What follows belongs to an exercise in optimizing a design on an open flow for small area and a short achievable clock period; a production flow would make more cautious choices.
RTL that was checked went through simulation tests only; none was proved equivalent to the original.
Power and IR drop assume default switching activity.

==> run a: inputs <==
==> flow/design.v <==
`timescale 1ns/1ps
module regfile(input             clk,
               input             we,
               input      [4:0]  ra1, ra2, wa,
               input      [31:0] wd,
               output     [31:0] rd1, rd2,
               output     [31:0] r31);
  reg  [31:0] R [1:31];
  wire [31:1] s1, s2;
  genvar i, b;
  generate
    for (i = 1; i < 32; i = i + 1) begin : r
      always @(posedge clk)
        if (we & (wa == i)) R[i] <= wd;
      assign s1[i] = ra1 == i;
      assign s2[i] = ra2 == i;
    end
    for (b = 0; b < 32; b = b + 1) begin : c
      wire [31:1] col;
      for (i = 1; i < 32; i = i + 1) begin : g
        assign col[i] = R[i][b];
      end
      rdsel p1(.d(col), .s(s1), .y(rd1[b]));
      rdsel p2(.d(col), .s(s2), .y(rd2[b]));
    end
  endgenerate
  assign r31 = R[31];
endmodule
module rdsel(input [31:1] d, input [31:1] s, output y);
  wire [10:0] n;
  genvar k;
  generate
    for (k = 0; k < 10; k = k + 1) begin : g
      aoi222 a(.a1(d[3*k+1]), .a2(s[3*k+1]),
               .b1(d[3*k+2]), .b2(s[3*k+2]),
               .c1(d[3*k+3]), .c2(s[3*k+3]), .y(n[k]));
    end
  endgenerate
  assign n[10] = ~(d[31] & s[31]);
  assign y = ~(&n[3:0]) | ~(&n[7:4]) | ~(&n[10:8]);
endmodule
module aoi222(input a1, a2, b1, b2, c1, c2, output y);
  assign y = ~((a1 & a2) | (b1 & b2) | (c1 & c2));
endmodule
module alu(input      [31:0] a, b,
           input             cin,
           input      [1:0]  sel,
           output reg [31:0] result);
  wire [31:0] sum = a + b + cin;
  always @(*)
    case (sel)
      2'b00: result = a & b;
      2'b01: result = a | b;
      2'b10: result = sum;
      2'b11: result = {31'b0, sum[31]};
    endcase
endmodule
`timescale 1ns/1ps
module mips(input         clk, reset,
            output [31:0] pc,
            input  [31:0] instr,
            output        memwrite,
            output [31:0] memaddr,
            output [31:0] memwritedata,
            input  [31:0] memreaddata);
  reg  [31:0] pcF;           
  reg  [31:0] pcprev;        
  reg  [11:0] ctlD;          
  reg  [19:0] fldD;          
  reg         sltiD;         
  reg  [31:0] srcaE, wdE, immE;
  reg  [4:0]  wregE;
  reg         fa0E, fa1E, fa2E;   
  reg         fb0E, fb1E, fb2E;   
  reg  [1:0]  aluselE;
  reg         subE, alusrcE;
  reg         memtoregE, memwriteE, branchE, regwriteE, jumpE;
  reg  [31:0] aluoutM, wdM;
  reg  [4:0]  wregM;
  reg         eqM;
  reg         memtoregM, memwriteM, branchM, regwriteM;
  reg  [31:0] resultW;
  reg  [4:0]  wregW;
  reg         regwriteW;
  wire [31:0] instrD = {ctlD[11:6], fldD, ctlD[5:0]};
  wire [5:0]  opD    = instrD[31:26];
  wire [5:0]  functD = instrD[5:0];
  wire [4:0]  rsD    = instrD[25:21];
  wire [4:0]  rtD    = instrD[20:16];
  wire [4:0]  rdD    = instrD[15:11];
  wire [15:0] immD   = instrD[15:0];
  reg signext, shiftl16, regwrite, regdst, alusrc, branch, memwrite_d,
      memtoreg, jump;
  reg [1:0] aluop;
  always @(*) begin
    {signext, shiftl16, regwrite, regdst, alusrc, branch, memwrite_d,
     memtoreg, jump, aluop} = 11'b0;
    case (opD)
      6'b000000:
        if (functD == 6'b001000)      {jump} = 1'b1;                       
        else if (functD != 6'b000000) {regwrite, regdst, aluop} = 4'b1111;  
      6'b100011: {signext, regwrite, alusrc, memtoreg} = 4'b1111;           
      6'b101011: {signext, alusrc, memwrite_d} = 3'b111;                    
      6'b000100,
      6'b000101: {signext, branch, aluop} = 4'b1101;                        
      6'b001000,
      6'b001001: {signext, regwrite, alusrc} = 3'b111;                      
      6'b001101: {regwrite, alusrc, aluop} = 4'b1110;                       
      6'b001111: {shiftl16, regwrite, alusrc} = 3'b111;                     
      6'b000010: {jump} = 1'b1;                                             
      6'b000011: {regwrite, jump} = 2'b11;                                  
      6'b001010: {signext, regwrite, alusrc, aluop} = 5'b11111;             
      default: ;
    endcase
  end
  reg [2:0] aluctlD;
  always @(*)
    case (aluop)
      2'b00: aluctlD = 3'b010;
      2'b01: aluctlD = 3'b110;
      2'b10: aluctlD = 3'b001;
      default:
        case (functD)
          6'b100010, 6'b100011: aluctlD = 3'b110;
          6'b100100:            aluctlD = 3'b000;
          6'b100101:            aluctlD = 3'b001;
          6'b101010, 6'b101011: aluctlD = 3'b111;
          default:              aluctlD = 3'b010;
        endcase
    endcase
  wire isjrD = (opD == 6'b000000) & (functD == 6'b001000);
  wire [31:0] signimmD = {{16{signext & immD[15]}}, immD};
  wire [31:0] shimmD   = shiftl16 ? {immD, 16'b0} : signimmD;
  wire stall = memtoregE & ((rsD == wregE) | (rtD == wregE));
  wire pcsrc = branchM & (opD[0] ^ eqM);
  wire flush = pcsrc | jumpE;
  wire bubble = stall | flush;
  wire [31:0] rd1, rd2, r31;
  wire        jumpW = jumpE;
  regfile rf(
    .clk (clk),
    .we  (regwriteW),
    .ra1 (rsD),
    .ra2 (rtD),
    .wa  (jumpW ? 5'd31 : wregW),
    .wd  (jumpW ? pcF : resultW),
    .rd1 (rd1),
    .rd2 (rd2),
    .r31 (r31));
  wire fa1N = regwriteE & (wregE == rsD);
  wire fa2N = regwriteM & (wregM == rsD);
  wire fb1N = regwriteE & (wregE == rtD);
  wire fb2N = regwriteM & (wregM == rtD);
  wire subN = aluctlD[2] | (aluop == 2'b11 & sltiN);
  wire fwdA = regwriteW & (wregW == rsD);
  wire fwdB = regwriteW & (wregW == rtD);
  wire [31:0] srcaD = fwdA ? resultW : rd1;
  wire [31:0] wdD   = fwdB ? resultW : rd2;
  wire [31:0] pcplus4  = pcF + 32'd4;
  wire [31:0] pcbranch = pcprev + {signimmD[29:0], 2'b00};
  wire [31:0] pcnext   = ~flush ? pcplus4 :
                         isjrD  ? r31 :
                         pcsrc  ? pcbranch : pcplus4;
  always @(posedge clk, posedge reset)
    if (reset)       pcF <= 32'b0;
    else if (~stall) pcF <= pcnext;
  always @(posedge clk)
    pcprev <= pcF;
  always @(posedge clk, posedge reset)
    if (reset)       ctlD <= 12'b0;
    else if (~stall) ctlD <= flush ? 12'b0 : {instr[31:26], instr[5:0]};
  wire sltiN = stall ? sltiD : ~flush & (instr[31:26] == 6'b001010);
  always @(posedge clk) begin
    if (~stall) fldD <= flush ? 20'b0 : instr[25:6];
    sltiD <= sltiN;
  end
  always @(posedge clk) begin
    srcaE   <= srcaD;
    wdE     <= wdD;
    immE    <= shimmD ^ {32{subN}};
    wregE   <= regdst ? rdD : rtD;
    fa0E    <= ~fa1N & ~fa2N;
    fa1E    <= fa1N;
    fa2E    <= ~fa1N & fa2N;
    fb0E    <= ~fb1N & ~fb2N;
    fb1E    <= fb1N;
    fb2E    <= ~fb1N & fb2N;
    aluselE <= (aluop == 2'b11 & sltiN) ? 2'b11 : aluctlD[1:0];
    subE    <= subN;
    alusrcE <= alusrc;
  end
  always @(posedge clk, posedge reset)
    if (reset) {memtoregE, memwriteE, branchE, regwriteE, jumpE} <= 5'b0;
    else       {memtoregE, memwriteE, branchE, regwriteE, jumpE} <=
                 bubble ? 5'b0 : {memtoreg, memwrite_d, branch, regwrite, jump};
  wire [31:0] srcA = ({32{fa1E}} & aluoutM) | ({32{fa2E}} & resultW) |
                     ({32{fa0E}} & srcaE);
  wire [31:0] srcB = ({32{fb1E}} & aluoutM) | ({32{fb2E}} & resultW) |
                     ({32{fb0E}} & wdE);
  wire [31:0] opB  = alusrcE ? immE : srcB ^ {32{subE}};
  wire [31:0] aluout;
  alu alu(
    .a      (srcA),
    .b      (opB),
    .cin    (subE),
    .sel    (aluselE),
    .result (aluout));
  always @(posedge clk) begin
    aluoutM <= aluout;
    wdM     <= srcB;
    wregM   <= wregE;
    eqM     <= srcA == srcB;
  end
  always @(posedge clk, posedge reset)
    if (reset) {memtoregM, memwriteM, branchM, regwriteM} <= 4'b0;
    else       {memtoregM, memwriteM, branchM, regwriteM} <=
                 {memtoregE, memwriteE, branchE, regwriteE};
  assign pc           = pcF;
  assign memwrite     = memwriteM;
  assign memaddr      = aluoutM;
  assign memwritedata = wdM;
  always @(posedge clk) begin
    resultW <= memtoregM ? memreaddata : aluoutM;
    wregW   <= wregM;
  end
  always @(posedge clk, posedge reset)
    if (reset) regwriteW <= 1'b0;
    else       regwriteW <= regwriteM;
endmodule
==> flow/run.sh <==
#!/bin/bash
# synth_recipe.tcl (not shown) runs the flow's synth.tcl, then flattens the netlist and writes it again
# the make line also repeats each setting of config.mk as NAME=value (left out here)
make -C /OpenROAD-flow-scripts/flow DESIGN_CONFIG=/design/flow/config.mk WORK_HOME=/design/flow/orfs CLKGATE_MAP_FILE= SYNTH_SCRIPT=/design/flow/synth_recipe.tcl finish
==> flow/config.mk <==
export PLATFORM = sky130hd
export DESIGN_NAME = mips
export DESIGN_NICKNAME = mips
export VERILOG_FILES = /design/flow/design.v
export SDC_FILE = /design/flow/constraint.sdc
export NUM_CORES = 4
export LEC_CHECK = 0
export ABC_CLOCK_PERIOD_IN_PS = 3500
export CAP_MARGIN = 20
export CORE_MARGIN = 2
export CORE_UTILIZATION = 55
export PLACE_DENSITY = 0.65
export SETUP_SLACK_MARGIN = 3.5
export SLEW_MARGIN = 20
export SYNTH_HIERARCHICAL = 1
==> flow/constraint.sdc <==
create_clock -name core_clock -period 7.0 [get_ports {clk}]
set_input_delay 1.4000 -clock core_clock [delete_from_list [all_inputs] [get_ports {clk}]]
set_output_delay 1.4000 -clock core_clock [all_outputs]
set_load 0.01 [all_outputs]
==> run b: changes against run a <==
- SETUP_SLACK_MARGIN: 3.5 -> not set
==> run c: changes against run a <==
==> flow/design.v, changed modules only <==
module regfile(input             clk,
               input             we,
               input      [4:0]  ra1, ra2, wa,
               input      [31:0] wd,
               input             f1, f2,
               input      [31:0] fd,
               output     [31:0] rd1, rd2,
               output     [31:0] r31);
  reg  [31:0] R [1:31];
  wire [31:1] s1, s2;
  genvar i, b;
  generate
    for (i = 1; i < 32; i = i + 1) begin : r
      always @(posedge clk)
        if (we & (wa == i)) R[i] <= wd;
      assign s1[i] = ~f1 & (ra1 == i);
      assign s2[i] = ~f2 & (ra2 == i);
    end
    for (b = 0; b < 32; b = b + 1) begin : c
      wire [31:1] col;
      for (i = 1; i < 32; i = i + 1) begin : g
        assign col[i] = R[i][b];
      end
      rdsel p1(.d(col), .s(s1), .f(f1), .fd(fd[b]), .y(rd1[b]));
      rdsel p2(.d(col), .s(s2), .f(f2), .fd(fd[b]), .y(rd2[b]));
    end
  endgenerate
  assign r31 = R[31];
endmodule
module rdsel(input [31:1] d, input [31:1] s, input f, fd, output y);
  wire [10:0] n;
  genvar k;
  generate
    for (k = 0; k < 10; k = k + 1) begin : g
      aoi222 a(.a1(d[3*k+1]), .a2(s[3*k+1]),
               .b1(d[3*k+2]), .b2(s[3*k+2]),
               .c1(d[3*k+3]), .c2(s[3*k+3]), .y(n[k]));
    end
  endgenerate
  assign n[10] = ~((d[31] & s[31]) | (f & fd));
  assign y = ~(&n[3:0]) | ~(&n[7:4]) | ~(&n[10:8]);
endmodule
module mips(input         clk, reset,
            output [31:0] pc,
            input  [31:0] instr,
            output        memwrite,
            output [31:0] memaddr,
            output [31:0] memwritedata,
            input  [31:0] memreaddata);
  reg  [31:0] pcF;           
  reg  [31:0] pcprev;        
  reg  [11:0] ctlD;          
  reg  [19:0] fldD;          
  reg         sltiD;         
  reg         sxD;           
  reg  [31:0] srcaE, wdE;
  reg  [15:0] immE;          
  reg         luiE, sxE;     
  reg  [4:0]  wregE;
  reg         fa0E, fa1E, fa2E;   
  reg         fb0E, fb1E, fb2E;   
  reg  [1:0]  aluselE;
  reg         subE, alusrcE;
  reg         memtoregE, memwriteE, branchE, regwriteE, jumpE;
  reg  [31:0] aluoutM, wdM;
  reg  [4:0]  wregM;
  reg         eqM;
  reg         memtoregM, memwriteM, branchM, regwriteM;
  reg  [31:0] resultW;
  reg  [4:0]  wregW;
  reg         regwriteW;
  wire [31:0] instrD = {ctlD[11:6], fldD, ctlD[5:0]};
  wire [5:0]  opD    = instrD[31:26];
  wire [5:0]  functD = instrD[5:0];
  wire [4:0]  rsD    = instrD[25:21];
  wire [4:0]  rtD    = instrD[20:16];
  wire [4:0]  rdD    = instrD[15:11];
  wire [15:0] immD   = instrD[15:0];
  reg signext, shiftl16, regwrite, regdst, alusrc, branch, memwrite_d,
      memtoreg, jump;
  reg [1:0] aluop;
  always @(*) begin
    {signext, shiftl16, regwrite, regdst, alusrc, branch, memwrite_d,
     memtoreg, jump, aluop} = 11'b0;
    case (opD)
      6'b000000:
        if (functD == 6'b001000)      {jump} = 1'b1;                       
        else if (functD != 6'b000000) {regwrite, regdst, aluop} = 4'b1111;  
      6'b100011: {signext, regwrite, alusrc, memtoreg} = 4'b1111;           
      6'b101011: {signext, alusrc, memwrite_d} = 3'b111;                    
      6'b000100,
      6'b000101: {signext, branch, aluop} = 4'b1101;                        
      6'b001000,
      6'b001001: {signext, regwrite, alusrc} = 3'b111;                      
      6'b001101: {regwrite, alusrc, aluop} = 4'b1110;                       
      6'b001111: {shiftl16, regwrite, alusrc} = 3'b111;                     
      6'b000010: {jump} = 1'b1;                                             
      6'b000011: {regwrite, jump} = 2'b11;                                  
      6'b001010: {signext, regwrite, alusrc, aluop} = 5'b11111;             
      default: ;
    endcase
  end
  reg [2:0] aluctlD;
  always @(*)
    case (aluop)
      2'b00: aluctlD = 3'b010;
      2'b01: aluctlD = 3'b110;
      2'b10: aluctlD = 3'b001;
      default:
        case (functD)
          6'b100010, 6'b100011: aluctlD = 3'b110;
          6'b100100:            aluctlD = 3'b000;
          6'b100101:            aluctlD = 3'b001;
          6'b101010, 6'b101011: aluctlD = 3'b111;
          default:              aluctlD = 3'b010;
        endcase
    endcase
  wire isjrD = (opD == 6'b000000) & (functD == 6'b001000);
  wire [31:0] signimmD = {{16{sxD}}, immD};
  wire stall = memtoregE & ((rsD == wregE) | (rtD == wregE));
  wire pcsrc = branchM & (opD[0] ^ eqM);
  wire flush = pcsrc | jumpE;
  wire bubble = stall | flush;
  wire fa1N = regwriteE & (wregE == rsD);
  wire fa2N = regwriteM & (wregM == rsD);
  wire fb1N = regwriteE & (wregE == rtD);
  wire fb2N = regwriteM & (wregM == rtD);
  wire sltiN = stall ? sltiD : ~flush & (instr[31:26] == 6'b001010);
  wire subN = aluctlD[2] | (aluop == 2'b11 & sltiN);
  wire fwdA = regwriteW & (wregW == rsD);
  wire fwdB = regwriteW & (wregW == rtD);
  wire [31:0] rd1, rd2, r31;
  wire        jumpW = jumpE;
  regfile rf(
    .clk (clk),
    .we  (regwriteW),
    .ra1 (rsD),
    .ra2 (rtD),
    .wa  (jumpW ? 5'd31 : wregW),
    .wd  (jumpW ? pcF : resultW),
    .f1  (fwdA),
    .f2  (fwdB),
    .fd  (resultW),
    .rd1 (rd1),
    .rd2 (rd2),
    .r31 (r31));
  wire [31:0] srcaD = rd1;
  wire [31:0] wdD   = rd2;
  wire [31:0] pcplus4  = pcF + 32'd4;
  wire [31:0] pcbranch = pcprev + {signimmD[29:0], 2'b00};
  wire        selJr    = ~stall & flush & isjrD;
  wire        selBr    = ~stall & flush & ~isjrD & pcsrc;
  wire        selP4    = ~stall & ~(flush & (isjrD | pcsrc));
  wire [31:0] pcnext   = ({32{stall}} & pcF) | ({32{selP4}} & pcplus4) |
                         ({32{selJr}} & r31) | ({32{selBr}} & pcbranch);
  always @(posedge clk, posedge reset)
    if (reset) pcF <= 32'b0;
    else       pcF <= pcnext;
  always @(posedge clk)
    pcprev <= pcF;
  always @(posedge clk, posedge reset)
    if (reset)       ctlD <= 12'b0;
    else if (~stall) ctlD <= flush ? 12'b0 : {instr[31:26], instr[5:0]};
  always @(posedge clk) begin
    if (~stall) begin
      fldD <= flush ? 20'b0 : instr[25:6];
      sxD  <= ~flush & instr[15] &
              ((instr[31:26] == 6'b100011) | (instr[31:26] == 6'b101011) |
               (instr[31:27] == 5'b00010) | (instr[31:26] == 6'b001000) |
               (instr[31:26] == 6'b001001) | (instr[31:26] == 6'b001010));
    end
    sltiD <= sltiN;
  end
  always @(posedge clk) begin
    srcaE   <= srcaD;
    wdE     <= wdD;
    immE    <= immD;
    luiE    <= shiftl16;
    sxE     <= sxD;
    wregE   <= regdst ? rdD : rtD;
    fa0E    <= ~fa1N & ~fa2N;
    fa1E    <= fa1N;
    fa2E    <= ~fa1N & fa2N;
    fb0E    <= ~fb1N & ~fb2N;
    fb1E    <= fb1N;
    fb2E    <= ~fb1N & fb2N;
    aluselE <= (aluop == 2'b11 & sltiN) ? 2'b11 : aluctlD[1:0];
    subE    <= subN;
    alusrcE <= alusrc;
  end
  always @(posedge clk, posedge reset)
    if (reset) {memtoregE, memwriteE, branchE, regwriteE, jumpE} <= 5'b0;
    else       {memtoregE, memwriteE, branchE, regwriteE, jumpE} <=
                 bubble ? 5'b0 : {memtoreg, memwrite_d, branch, regwrite, jump};
  wire [31:0] srcA = ({32{fa1E}} & aluoutM) | ({32{fa2E}} & resultW) |
                     ({32{fa0E}} & srcaE);
  wire [31:0] srcB = ({32{fb1E}} & aluoutM) | ({32{fb2E}} & resultW) |
                     ({32{fb0E}} & wdE);
  wire [31:0] shimmE = luiE ? {immE, 16'b0} : {{16{sxE}}, immE};
  wire [31:0] opB  = (alusrcE ? shimmE : srcB) ^ {32{subE}};
  wire [31:0] aluout;
  alu alu(
    .a      (srcA),
    .b      (opB),
    .cin    (subE),
    .sel    (aluselE),
    .result (aluout));
  always @(posedge clk) begin
    aluoutM <= aluout;
    wdM     <= srcB;
    wregM   <= wregE;
    eqM     <= srcA == srcB;
  end
  always @(posedge clk, posedge reset)
    if (reset) {memtoregM, memwriteM, branchM, regwriteM} <= 4'b0;
    else       {memtoregM, memwriteM, branchM, regwriteM} <=
                 {memtoregE, memwriteE, branchE, regwriteE};
  assign pc           = pcF;
  assign memwrite     = memwriteM;
  assign memaddr      = aluoutM;
  assign memwritedata = wdM;
  always @(posedge clk) begin
    resultW <= memtoregM ? memreaddata : aluoutM;
    wregW   <= wregM;
  end
  always @(posedge clk, posedge reset)
    if (reset) regwriteW <= 1'b0;
    else       regwriteW <= regwriteM;
endmodule
- CTS_BUF_LIST: not set -> sky130_fd_sc_hd__clkbuf_16
- CTS_CLUSTER_DIAMETER: not set -> 80
- CTS_CLUSTER_SIZE: not set -> 30
==> qor summary <==
                                                                                  run a           run b                   run c
Inverters                                                                           148             148                     169
Clock Skews                                                                   0.0383 ns       0.0272 ns               0.0506 ns
Pin count of the biggest net entering global routing                                 65              65                      63
XOR/XNOR Fraction of Synth Area                                                   2.51%           2.51%                   2.18%
Area share of the largest cell type after synthesis                               53.5%           53.5%                   54.4%
Combinational share of power                                                      22.7%           22.0%                   26.6%
Final core utilization                                                            65.1%           64.3%                   65.2%
Fraction of area in clock buffers and inverters                                   6.69%           6.88%                   2.82%
Run status                                                               finished clean  finished clean          finished clean
Buffering stage count on the worst path with inverters included                       1               1                       2
Peak ir drop on the vdd network                                              0.000240 V      0.000228 V              0.000276 V
Final standard cell area without fillers                                     66500 um^2      65700 um^2              65500 um^2
Largest stage delay, worst path                                                 0.64 ns         0.63 ns                 0.76 ns
Antenna violations before repair                                                     20              30                       7
Post-route clock period utilization                                               51.1%           61.0%                   54.2%
Fraction of standard cell area in multi-input logic                               29.7%           29.7%                   30.0%
Placed wire-length estimate after detailed placement                          140000 um       141000 um               143000 um
Worst endpoint required time                                                    7.65 ns         7.62 ns                 7.64 ns
Sequential cell area                                                         36800 um^2      36800 um^2              36500 um^2
Critical Path Source                                             fldD[19]$_SDFFCE_PN0N_    fb1E$_DFF_P_  fldD[18]$_SDFFCE_PP0N_
Synthesized-area fraction occupied by adder cells                                 2.20%           2.20%                   2.21%
Post-layout minimum cycle time                                                  3.57 ns         4.27 ns                 3.80 ns
Sequential logic power                                                         10900 uW        10800 uW                10700 uW
Well tap count                                                                     1368            1368                    1357
CTS buffer count                                                                    139             139                      56
Vias in the first global route                                                    42200           41700                   39900
Mapped cell area                                                             56900 um^2      56900 um^2              55900 um^2
The RTL of run a and run b was laid out without a check of its function.

separate check: timing with driven ports:
How much do the figures lean on ideal ports? The routed layouts below were timed once more, with nothing changed but the port constraints.
Step 1, drivers: a clkbuf_16 drives clk and a buf_2 each remaining input, both assumed.
Step 2 also shifts input and output timing later by t, the mid clock arrival at the registers, as if the neighbouring blocks saw the same clock.
a / b / c = ideal ports / drivers / drivers and shift; a / b = the first two.
run	shift t [ns]	setup WS [ns]	worst hold slack (ns)	worst setup path after step 2	latest minus earliest clock arrival (ns)
run a	0.843	3.425 / 3.408 / 3.137	0.356 / 0.356 / 0.356	input to register	0.039 / 0.039
run b	0.823	2.730 / 2.730 / 2.730	0.352 / 0.352 / 0.352	register to register	0.029 / 0.029
run c	0.804	3.204 / 3.204 / 3.204	0.368 / 0.368 / 0.368	register to register	0.051 / 0.051
After both steps every run listed still meets setup and hold. For run a, which loses most, drivers alone change the setup slack by -0.017 ns; drivers and shift together by -0.288 ns.
